This design comes from an exercise in tuning for small area, a short achievable clock period and few clock cycles per item on the open sky130 flow, not from production work.
Where RTL was checked, it was by simulation tests only, not by an equivalence proof against the original.

==> module crc_generator, before the edit <==
module crc_generator(
input clk,reset,
input s_axis_input_tvalid,
output logic s_axis_input_tready,
input [7:0]s_axis_input_tdata,
input s_axis_input_tlast,
output logic m_axis_output_tvalid,
input  m_axis_output_tready,
output logic [7:0]m_axis_output_tdata,
output logic m_axis_output_tlast
    );
logic [23:0] crc;
logic        fold;           
logic        first;          
logic [7:0]  skid_data;
logic        skid_valid;
logic [1:0]  emit_cnt;       
logic        emit;           
wire s_fire  = s_axis_input_tvalid & s_axis_input_tready;
wire o_free  = ~m_axis_output_tvalid | m_axis_output_tready;
wire ld_crc  = emit & ~skid_valid;
wire o_load  = o_free & (skid_valid | emit | s_axis_input_tvalid);
wire skid_take = s_fire & (skid_valid | emit | ~o_free);
wire [23:0] crc_fold = crc24_d8(crc, m_axis_output_tdata);
wire [23:0] crc_cur  = fold ? crc_fold : crc;
function [23:0] crc24_d8(input [23:0] c, input [7:0] d);
    integer k;
    reg [23:0] r;
    begin
        r = c;
        for (k = 7; k >= 0; k = k - 1)
            r = {r[22:0], 1'b0} ^ ((d[k] ^ r[23]) ? 24'h864CFB : 24'h0);
        crc24_d8 = r;
    end
endfunction
wire [1:0] emit_cnt_n = (s_fire & s_axis_input_tlast) ? 2'd3 :
                        (o_free & ld_crc) ? emit_cnt - 2'd1 : emit_cnt;
wire       skid_valid_n = skid_take | (skid_valid & ~o_free);
always @(posedge clk) begin
    if (reset) begin
        fold <= 1'b0;
        first <= 1'b1;
        skid_valid <= 1'b0;
        emit_cnt <= 2'd0;
        emit <= 1'b0;
        m_axis_output_tvalid <= 1'b0;
        m_axis_output_tdata <= 8'h0;
        m_axis_output_tlast <= 1'b0;
        s_axis_input_tready <= 1'b1;
    end else begin
        fold <= o_load;
        if (o_load)
            first <= 1'b0;
        skid_valid <= skid_valid_n;
        emit_cnt <= emit_cnt_n;
        emit <= (emit_cnt_n != 2'd0);
        if (o_free)
            m_axis_output_tvalid <= o_load;
        if (o_load) begin
            m_axis_output_tdata <= skid_valid ? skid_data :
                                   emit ? crc_cur[23:16] : s_axis_input_tdata;
            m_axis_output_tlast <= ld_crc & (emit_cnt == 2'd1);
        end
        s_axis_input_tready <= ~skid_valid_n & (emit_cnt_n == 2'd0);
    end
end
always @(posedge clk) begin
    if (first)
        crc <= 24'h0;
    else if (fold)
        crc <= crc_fold;
    if (skid_take)
        skid_data <= s_axis_input_tdata;
end
endmodule
make LEC_CHECK=0 CAP_MARGIN=20 CORE_MARGIN=2 CORE_UTILIZATION=50 SETUP_SLACK_MARGIN=3.4 SLEW_MARGIN=20 finish   # period 5.5 ns
run.sh (not shown) runs the stock make flow with config.mk's settings and CLKGATE_MAP_FILE= SYNTH_SCRIPT=/design/flow/synth_recipe.tcl, a recipe that flattens the netlist after the stock synthesis.
Next try:
--- a/flow/design.v
+++ b/flow/design.v
@@ -12,10 +12,9 @@
     );
 logic [23:0] crc;
-logic        fold;           
-logic        first;          
 logic [7:0]  skid_data;
 logic        skid_valid;
 logic [1:0]  emit_cnt;       
 logic        emit;           
+logic        first;          
 wire s_fire  = s_axis_input_tvalid & s_axis_input_tready;
 wire o_free  = ~m_axis_output_tvalid | m_axis_output_tready;
@@ -23,6 +22,5 @@
 wire o_load  = o_free & (skid_valid | emit | s_axis_input_tvalid);
 wire skid_take = s_fire & (skid_valid | emit | ~o_free);
-wire [23:0] crc_fold = crc24_d8(crc, m_axis_output_tdata);
-wire [23:0] crc_cur  = fold ? crc_fold : crc;
+wire [23:0] crc_next = first ? 24'h0 : crc24_d8(crc, m_axis_output_tdata);
 function [23:0] crc24_d8(input [23:0] c, input [7:0] d);
     integer k;
@@ -40,15 +38,11 @@
 always @(posedge clk) begin
     if (reset) begin
-        fold <= 1'b0;
-        first <= 1'b1;
         skid_valid <= 1'b0;
         emit_cnt <= 2'd0;
         emit <= 1'b0;
+        first <= 1'b1;
         m_axis_output_tvalid <= 1'b0;
-        m_axis_output_tdata <= 8'h0;
-        m_axis_output_tlast <= 1'b0;
         s_axis_input_tready <= 1'b1;
     end else begin
-        fold <= o_load;
         if (o_load)
             first <= 1'b0;
@@ -58,17 +52,14 @@
         if (o_free)
             m_axis_output_tvalid <= o_load;
-        if (o_load) begin
-            m_axis_output_tdata <= skid_valid ? skid_data :
-                                   emit ? crc_cur[23:16] : s_axis_input_tdata;
-            m_axis_output_tlast <= ld_crc & (emit_cnt == 2'd1);
-        end
         s_axis_input_tready <= ~skid_valid_n & (emit_cnt_n == 2'd0);
     end
 end
 always @(posedge clk) begin
-    if (first)
-        crc <= 24'h0;
-    else if (fold)
-        crc <= crc_fold;
+    if (o_load) begin
+        crc <= crc_next;
+        m_axis_output_tdata <= skid_valid ? skid_data :
+                               emit ? crc_next[23:16] : s_axis_input_tdata;
+        m_axis_output_tlast <= ld_crc & (emit_cnt == 2'd1);
+    end
     if (skid_take)
         skid_data <= s_axis_input_tdata;
What happened: Wire length drops by 13%. Synthesized cell count went down by 23%. Non-clock buffer count climbs by 17. Register-to-register slack gains 140 ps. Clock-buffer cell count is unchanged. Die area shrinks by 6.7%. Final area increases by 0.60%.
No run of this note included a check of the RTL's function; only the layout flow was run.

crc_generator, a different RTL version from the one above (not shown whole).
Size in the first run: roughly 220 cells after synthesis, roughly 24 I/O pins, roughly 0.0021 mm2 of cells after synthesis.
==> module crc_generator, before the edit <==
module crc_generator(
input clk,reset,
input s_axis_input_tvalid,
output logic s_axis_input_tready,
input [7:0]s_axis_input_tdata,
input s_axis_input_tlast,
output logic m_axis_output_tvalid,
input  m_axis_output_tready,
output logic [7:0]m_axis_output_tdata,
output logic m_axis_output_tlast
    );
logic [23:0] crc;
logic [1:0]  emit_cnt;       
logic        emit;           
wire o_free  = ~m_axis_output_tvalid | m_axis_output_tready;
assign s_axis_input_tready = o_free & ~emit;
wire ld_in   = s_axis_input_tvalid & s_axis_input_tready;
wire o_load  = o_free & (s_axis_input_tvalid | emit);
wire [23:0] crc_next = crc24_d8(crc, m_axis_output_tdata);
function [23:0] crc24_d8(input [23:0] c, input [7:0] d);
    integer k;
    reg [23:0] r;
    begin
        r = c;
        for (k = 7; k >= 0; k = k - 1)
            r = {r[22:0], 1'b0} ^ ((d[k] ^ r[23]) ? 24'h864CFB : 24'h0);
        crc24_d8 = r;
    end
endfunction
wire [1:0] emit_cnt_n = (ld_in & s_axis_input_tlast) ? 2'd3 :
                        (o_free & emit) ? emit_cnt - 2'd1 : emit_cnt;
always @(posedge clk) begin
    if (reset) begin
        crc <= 24'h0;
        m_axis_output_tdata <= 8'h0;
        emit_cnt <= 2'd0;
        emit <= 1'b0;
        m_axis_output_tvalid <= 1'b0;
    end else begin
        if (o_load) begin
            crc <= crc_next;
            m_axis_output_tdata <= emit ? crc_next[23:16] : s_axis_input_tdata;
        end
        emit_cnt <= emit_cnt_n;
        emit <= (emit_cnt_n != 2'd0);
        if (o_free)
            m_axis_output_tvalid <= o_load;
    end
end
always @(posedge clk) begin
    if (o_load)
        m_axis_output_tlast <= emit & (emit_cnt == 2'd1);
end
endmodule
clock: 5.5 ns
lec_check: 0
cap_margin: 20
core_margin: 2
core_utilization: 50
slew_margin: 20
Then changed:
==> flow/design.v (replaced) <==
`timescale 1ns / 1ps
module crc_generator(
input clk,reset,
input s_axis_input_tvalid,
output logic s_axis_input_tready,
input [7:0]s_axis_input_tdata,
input s_axis_input_tlast,
output logic m_axis_output_tvalid,
input  m_axis_output_tready,
output logic [7:0]m_axis_output_tdata,
output logic m_axis_output_tlast
    );
logic [23:0] crc;
logic [7:0]  skid_data;
logic        skid_valid;
logic [1:0]  emit_cnt;       
logic        emit;           
wire s_fire  = s_axis_input_tvalid & s_axis_input_tready;
wire o_free  = ~m_axis_output_tvalid | m_axis_output_tready;
wire ld_crc  = emit & ~skid_valid;
wire o_load  = o_free & (skid_valid | emit | s_axis_input_tvalid);
wire skid_take = s_fire & (skid_valid | emit | ~o_free);
wire [23:0] crc_next = crc24_d8(crc, m_axis_output_tdata);
function [23:0] crc24_d8(input [23:0] c, input [7:0] d);
    integer k;
    reg [23:0] r;
    begin
        r = c;
        for (k = 7; k >= 0; k = k - 1)
            r = {r[22:0], 1'b0} ^ ((d[k] ^ r[23]) ? 24'h864CFB : 24'h0);
        crc24_d8 = r;
    end
endfunction
wire [1:0] emit_cnt_n = (s_fire & s_axis_input_tlast) ? 2'd3 :
                        (o_free & ld_crc) ? emit_cnt - 2'd1 : emit_cnt;
wire       skid_valid_n = skid_take | (skid_valid & ~o_free);
always @(posedge clk) begin
    if (reset) begin
        crc <= 24'h0;
        m_axis_output_tdata <= 8'h0;
        skid_valid <= 1'b0;
        emit_cnt <= 2'd0;
        emit <= 1'b0;
        m_axis_output_tvalid <= 1'b0;
        s_axis_input_tready <= 1'b1;
    end else begin
        if (o_load) begin
            crc <= crc_next;
            m_axis_output_tdata <= skid_valid ? skid_data :
                                   emit ? crc_next[23:16] : s_axis_input_tdata;
        end
        skid_valid <= skid_valid_n;
        emit_cnt <= emit_cnt_n;
        emit <= (emit_cnt_n != 2'd0);
        if (o_free)
            m_axis_output_tvalid <= o_load;
        s_axis_input_tready <= ~skid_valid_n & (emit_cnt_n == 2'd0);
    end
end
always @(posedge clk) begin
    if (o_load)
        m_axis_output_tlast <= ld_crc & (emit_cnt == 2'd1);
    if (skid_take)
        skid_data <= s_axis_input_tdata;
end
endmodule
Effect:
- The new run completed with no timing, DRC or antenna violations
- first-iteration DRC count decreases by about 10%
- worst setup slack gets better by 0.37 ns
- cell area increases by about 17%
- non-clock buffer count decreases by 2
- flip-flop and latch count increases by 10
- core utilization decreases by 1.5 points
- routed wire length increases by 27%
- via count increases by 16%
- worst hold slack gets better by 0.0039 ns
- cell count increases by about 15%
- maximum frequency increases by about 11%
- clock-buffer cell count is unchanged
Testbench counts after the change, summed over its fixed seeds: cycles 15,304, blocks 64.
No functional check of the RTL was part of the first run of this note.

==> re-timing with driven ports <==
The flow's constraints put no driver on any port. The routed layouts listed below were extracted and timed again, unchanged, in two steps.
Step 1 sets driving cells, clkbuf_16 on the clock port and buf_2 on the other inputs (assumed; they add their load-dependent delay and slew).
Step 2 moves the port delays by t, midway between the first and last clock arrival at a register: inputs arrive t later, outputs are due t later. That takes back most of the time a late clock gives input paths.
Slacks: ideal / step 1 / step 2; pairs: ideal / step 1.
run | shift t [ns] | setup WS [ns] | latest minus earliest clock arrival (ns) | worst register clock-pin slew, ns
the first run of note 1 | 0.335 | 3.227 / 3.227 / 3.150 | 0.007 / 0.007 | 0.09 / 0.09
the second run of note 1 | 0.334 | 3.312 / 3.284 / 3.201 | 0.007 / 0.006 | 0.09 / 0.09
the first run of note 2 | 0.315 | 1.796 / 1.767 / 1.767 | 0.005 / 0.006 | 0.08 / 0.08
the second run of note 2 | 0.322 | 2.171 / 2.173 / 1.851 | 0.009 / 0.009 | 0.09 / 0.09
After both steps every run listed still meets setup and hold. The setup slack of the second run of note 2, which loses most, moves by +0.002 ns with the drivers and by -0.320 ns with both steps.
